This is an optimization exercise on Yosys and OpenROAD, whose aim is small area, a short achievable clock period and few clock cycles, not a production implementation.
Power and IR drop assume default switching activity.

## FPU
module FPU(clk, rstn, ctl, x1, x2, y, ready, en);
    input clk, rstn;
    input [4:0] ctl;
    input [31:0] x1, x2;
    input en;
    output reg ready;
    output [31:0] y;
    wire op_add   = (ctl == 5'd0) | (ctl == 5'd1);
    wire op_mul   = (ctl == 5'd2) | (ctl == 5'd20);
    wire op_fhalf = (ctl == 5'd5);
    wire op_ftoi  = (ctl == 5'd6);
    wire op_itof  = (ctl == 5'd7);
    wire op_floor = (ctl == 5'd8);
    wire op_feq   = (ctl == 5'd9);
    wire op_fle   = (ctl == 5'd10);
    wire op_fabs  = (ctl == 5'd11);
    wire op_fneg  = (ctl == 5'd12);
    wire op_fless = (ctl == 5'd13);
    wire op_fmin  = (ctl == 5'd14);
    wire op_fmax  = (ctl == 5'd15);
    wire op_fisz  = (ctl == 5'd16);
    wire op_fisp  = (ctl == 5'd17);
    wire op_fisn  = (ctl == 5'd18);
    wire lt = (x1[30:0] <  x2[30:0]);
    wire eq = (x1[30:0] == x2[30:0]);
    wire [26:0] m_ra, m_rb;
    wire m_cin;
    wire [31:0] mb = ctl[4] ? x1 : x2;
    fmul_s1 u_mul1 (.a(x1[22:0]), .b(mb[22:0]), .ra(m_ra), .rb(m_rb), .cin(m_cin));
    wire [9:0] m_ye0 = x1[30:23] + mb[30:23] + 10'd129;
  ...
Size in the first run: roughly 140 flip-flops, roughly 34000 sq um of cells after synthesis.
==> module FPU, before the edit <==
module FPU(clk, rstn, ctl, x1, x2, y, ready, en);
    input clk, rstn;
    input [4:0] ctl;
    input [31:0] x1, x2;
    input en;
    output reg ready;
    output [31:0] y;
    wire op_add   = (ctl == 5'd0) | (ctl == 5'd1);
    wire op_mul   = (ctl == 5'd2) | (ctl == 5'd20);
    wire op_fhalf = (ctl == 5'd5);
    wire op_ftoi  = (ctl == 5'd6);
    wire op_itof  = (ctl == 5'd7);
    wire op_floor = (ctl == 5'd8);
    wire op_feq   = (ctl == 5'd9);
    wire op_fle   = (ctl == 5'd10);
    wire op_fabs  = (ctl == 5'd11);
    wire op_fneg  = (ctl == 5'd12);
    wire op_fless = (ctl == 5'd13);
    wire op_fmin  = (ctl == 5'd14);
    wire op_fmax  = (ctl == 5'd15);
    wire op_fisz  = (ctl == 5'd16);
    wire op_fisp  = (ctl == 5'd17);
    wire op_fisn  = (ctl == 5'd18);
    wire lt = (x1[30:0] <  x2[30:0]);
    wire eq = (x1[30:0] == x2[30:0]);
    wire [26:0] m_ra, m_rb;
    wire m_cin;
    wire [31:0] mb = ctl[4] ? x1 : x2;
    fmul_s1 u_mul1 (.a(x1[22:0]), .b(mb[22:0]), .ra(m_ra), .rb(m_rb), .cin(m_cin));
    wire [9:0] m_ye0 = x1[30:23] + mb[30:23] + 10'd129;
    wire m_zero = ~(|x1[30:23]) | ~(|mb[30:23]);
    wire m_inf  = (&x1[30:23]) | (&mb[30:23]);
    wire m_ys   = x1[31] ^ mb[31];
    wire [26:0] a_S;
    wire [24:0] a_R;
    wire [7:0]  a_le;
    wire a_effsub, a_bs, a_ls, a_near, a_spec;
    wire [31:0] a_spec_y;
    wire [31:0] tsh;
    wire [31:0] mx;
    fadd_s1 u_add1 (.x1(x1), .x2(x2), .sub(ctl[0]), .ge(~lt), .is_ftoi(ctl[2]), .mx(mx[30:0]),
                    .tsh(tsh), .S(a_S), .R(a_R), .le(a_le),
                    .effsub(a_effsub), .bs(a_bs), .ls(a_ls), .isnear(a_near),
                    .spec(a_spec), .spec_y(a_spec_y));
    wire [31:0] half_v, ftoi_v, itof_v, floor_v;
    wire fmin_x1;
    wire half_i, ftoi_i, itof_i, floor_i;
    wire feq_y, fle_y, fless_y;
    fhalf_u u_half (.x(x1), .v(half_v), .inc(half_i));
    ftoi_u  u_ftoi (.x(x1), .t(tsh), .v(ftoi_v), .inc(ftoi_i));
    itof_u  u_itof (.x(x1), .v(itof_v), .inc(itof_i));
    floor_u u_floor(.x(x1), .v(floor_v), .inc(floor_i));
    fcmp_u  u_cmp  (.x1(x1), .x2(x2), .lt(lt), .eq(eq), .feq(feq_y), .fle(fle_y),
                    .fless(fless_y), .fmin_x1(fmin_x1));
    wire pick_x1 = ctl[3] ? (fmin_x1 ^ ctl[0]) : ~lt;
    assign mx = pick_x1 ? x1 : x2;
    wire nz1 = |x1[30:0];
    wire bit0 = (op_feq & feq_y) | (op_fle & fle_y) | (op_fless & fless_y) |
                (op_fisz & ~nz1) | (op_fisp & ~x1[31] & nz1) | (op_fisn & x1[31] & nz1);
    wire add_spec = op_add & a_spec;
    wire [31:0] misc_v =
        ({32{add_spec}} & a_spec_y) |
        ({32{op_fhalf}} & half_v)  |
        ({32{op_ftoi}}  & ftoi_v)  |
        ({32{op_itof}}  & itof_v)  |
        ({32{op_floor}} & floor_v) |
        ({32{op_fmin | op_fmax}} & mx) |
        ({32{op_fabs}}  & {1'b0, x1[30:0]}) |
        ({32{op_fneg}}  & {~x1[31], x1[30:0]}) |
        {31'b0, bit0};
    wire misc_i = (op_fhalf & half_i) | (op_ftoi & ftoi_i) | (op_itof & itof_i) |
                  (op_floor & floor_i);
    reg sel_mul, sel_far, sel_near, sel_misc;
    reg [26:0] r_ra, r_rb, r_S;
    reg r_cin;
    reg [9:0] r_ye0;
    reg r_zero, r_inf, r_ys;
    reg [7:0] r_le;
    reg r_effsub, r_bs, r_ls;
    reg [31:0] r_misc;
    reg r_inc;
    always @(posedge clk) begin
        ready <= rstn & en;
        sel_mul  <= op_mul;
        sel_far  <= op_add & ~a_spec & ~a_near;
        sel_near <= op_add & ~a_spec & a_near;
        sel_misc <= ~op_mul & ~(op_add & ~a_spec);
        r_ra <= m_ra; r_rb <= m_rb; r_cin <= m_cin;
        r_ye0 <= m_ye0; r_zero <= m_zero; r_inf <= m_inf; r_ys <= m_ys;
        r_S <= a_S; r_le <= a_le;
        r_effsub <= a_effsub; r_bs <= a_bs; r_ls <= a_ls;
        r_misc <= misc_v; r_inc <= misc_i;
    end
    wire [31:0] mul_y, far_y, near_y;
    fmul_s2 u_mul2 (.ra(r_ra), .rb(r_rb), .cin(r_cin), .ye0(r_ye0), .iszero(r_zero),
                    .isinf(r_inf), .ys(r_ys), .y(mul_y));
    fadd_s2 u_add2 (.S(r_S), .R(r_S[25:1]), .le(r_le), .effsub(r_effsub), .bs(r_bs), .ls(r_ls),
                    .far_y(far_y), .near_y(near_y));
    wire [31:0] misc_y = r_misc + {31'b0, r_inc};
    assign y = ({32{sel_mul}}  & mul_y)  | ({32{sel_far}}  & far_y) |
               ({32{sel_near}} & near_y) | ({32{sel_misc}} & misc_y);
endmodule
==> module floor_u, before the edit <==
module floor_u (
    input  wire [31:0] x,
    output wire [31:0] v,
    output wire        inc);
wire        s = x[31];
wire [7:0]  e = x[30:23];
wire [22:0] m = x[22:0];
wire [22:0] low;
genvar i;
generate
    for (i = 0; i < 23; i = i + 1) begin : g_low
        assign low[i] = (e < 8'd150 - i);
    end
endgenerate
wire        lo = (e < 8'd127);
wire        frac = |(m & low);
wire        up = ~lo & s & frac;       
wire [22:0] mv;
generate
    for (i = 0; i < 23; i = i + 1) begin : g_mv
        assign mv[i] = low[i] ? up : m[i];
    end
endgenerate
assign v = lo ? ((s & (|x[30:0])) ? 32'hbf800000 : {s, 31'b0}) : {s, e, mv};
assign inc = up;
endmodule
Settings: LEC_CHECK=0, CAP_MARGIN=20, CORE_MARGIN=2, CORE_UTILIZATION=40, SETUP_SLACK_MARGIN=3, SLEW_MARGIN=20; clock period 10.0 ns.
standard.sh (not shown) runs the stock make flow with config.mk's settings and CLKGATE_MAP_FILE= SYNTH_SCRIPT=/design/flow/synth_recipe.tcl, a recipe that flattens the netlist after the stock synthesis.
==> flow/flow/run.sh <==
#!/bin/bash
# The standard layout (standard.sh: ORFS synthesis to finish, same
# constraints and settings), with two changes to how it is made:
#  - MATCH_CELL_FOOTPRINT=0: the resizer may swap a cell for any drive
#    strength of the same function (sky130hd's platform file limits it to
#    cells of the same footprint, so most gates cannot be upsized);
#  - the port buffers that buffer_ports puts on every input and output start
#    as buf_4 instead of a delay buffer.
# The whole make output goes to make.log; ORFS's per-step logs stay under
# orfs/logs.
set -euo pipefail
bash standard.sh MATCH_CELL_FOOTPRINT=0 \
    "BUFFER_PORTS_ARGS=-buffer_cell sky130_fd_sc_hd__buf_4" finish > make.log 2>&1
Edit:
--- a/flow/design.v
+++ b/flow/design.v
@@ -35,13 +35,13 @@
     wire [24:0] a_R;
     wire [7:0]  a_le;
     wire a_effsub, a_bs, a_ls, a_near, a_spec;
     wire [31:0] a_spec_y;
     wire [31:0] tsh;
     wire [31:0] mx;
-    fadd_s1 u_add1 (.x1(x1), .x2(x2), .sub(ctl[0]), .ge(~lt), .is_ftoi(ctl[2]), .mx(mx[30:0]),
+    fadd_s1 u_add1 (.x1(x1), .x2(x2), .sub(ctl[0]), .ge(~lt), .is_ftoi(op_ftoi), .mx(mx[30:0]),
                     .tsh(tsh), .S(a_S), .R(a_R), .le(a_le),
                     .effsub(a_effsub), .bs(a_bs), .ls(a_ls), .isnear(a_near),
                     .spec(a_spec), .spec_y(a_spec_y));
     wire [31:0] half_v, ftoi_v, itof_v, floor_v;
     wire fmin_x1;
     wire half_i, ftoi_i, itof_i, floor_i;
@@ -49,13 +49,13 @@
     fhalf_u u_half (.x(x1), .v(half_v), .inc(half_i));
     ftoi_u  u_ftoi (.x(x1), .t(tsh), .v(ftoi_v), .inc(ftoi_i));
     itof_u  u_itof (.x(x1), .v(itof_v), .inc(itof_i));
     floor_u u_floor(.x(x1), .v(floor_v), .inc(floor_i));
     fcmp_u  u_cmp  (.x1(x1), .x2(x2), .lt(lt), .eq(eq), .feq(feq_y), .fle(fle_y),
                     .fless(fless_y), .fmin_x1(fmin_x1));
-    wire pick_x1 = ctl[3] ? (fmin_x1 ^ ctl[0]) : ~lt;
+    wire pick_x1 = op_add ? ~lt : (fmin_x1 ^ op_fmax);
     assign mx = pick_x1 ? x1 : x2;
     wire nz1 = |x1[30:0];
     wire bit0 = (op_feq & feq_y) | (op_fle & fle_y) | (op_fless & fless_y) |
                 (op_fisz & ~nz1) | (op_fisp & ~x1[31] & nz1) | (op_fisn & x1[31] & nz1);
     wire add_spec = op_add & a_spec;
     wire [31:0] misc_v =
@@ -1232,29 +1232,21 @@
     input  wire [31:0] x,
     output wire [31:0] v,
     output wire        inc);
 wire        s = x[31];
 wire [7:0]  e = x[30:23];
 wire [22:0] m = x[22:0];
-wire [22:0] low;
-genvar i;
-generate
-    for (i = 0; i < 23; i = i + 1) begin : g_low
-        assign low[i] = (e < 8'd150 - i);
-    end
-endgenerate
-wire        lo = (e < 8'd127);
+wire [7:0]  k = e - 8'd127;
+wire [22:0] low = 23'h7fffff >> k[4:0];
 wire        frac = |(m & low);
-wire        up = ~lo & s & frac;       
-wire [22:0] mv;
-generate
-    for (i = 0; i < 23; i = i + 1) begin : g_mv
-        assign mv[i] = low[i] ? up : m[i];
-    end
-endgenerate
-assign v = lo ? ((s & (|x[30:0])) ? 32'hbf800000 : {s, 31'b0}) : {s, e, mv};
+wire        lo = (e < 8'd127);
+wire        hi = (e > 8'd149);
+wire        up = ~lo & ~hi & s & frac;
+assign v = lo ? ((s & (|x[30:0])) ? 32'hbf800000 : {s, 31'b0}) :
+           hi ? x :
+           up ? {s, e, m | low} : {s, e, m & ~low};
 assign inc = up;
 endmodule
 `default_nettype wire
 `default_nettype none
 module fcmp_u (
     input  wire [31:0] x1,
The new run completed with no timing, DRC or antenna violations.
Hold slack is worse by 0.015 ns.
Cell count came out higher by about 2%.
Via count rose by about 1%.
Die area hardly moves.
Synthesized area stays flat.
Wire length shrinks by 0.51%.
Maximum frequency is higher by 2.1%.
Clock power went up by 9.1%.
Setup slack gets better by 0.15 ns.
Sequential share of layout area stays flat.
Function was not checked in any run of this note: the RTL went through the layout flow alone.

[re-timing with driven ports]
In the flow no input, the clock included, has a driving cell. The finished layouts below were timed again as built, in two steps. Step 1, drivers: a clkbuf_16 drives clk and a buf_2 each remaining input, both assumed. Step 2 times the ports against the registers' clock, not the clock port: input delays grow and output delays shrink by t, the midpoint of the rising clock arrivals with the driver on. Three values: ideal ports, drivers, drivers and shift; two values: the first two.
run | shift t [ns] | slack for setup (ns) | worst hold slack (ns) | slew at the worst register clock pin (ns) | worst data-port slew with drivers (ns)
the first run | 0.528 | 2.689 / 2.625 / 2.383 | 1.745 / 1.711 / 2.240 | 0.10 / 0.10 | 0.17
the second run | 0.533 | 2.841 / 2.807 / 2.327 | 1.730 / 1.690 / 2.223 | 0.08 / 0.08 | 0.28
After both steps every run listed still meets setup and hold. For the second run, which loses most, drivers alone change the setup slack by -0.034 ns; drivers and shift together by -0.514 ns.
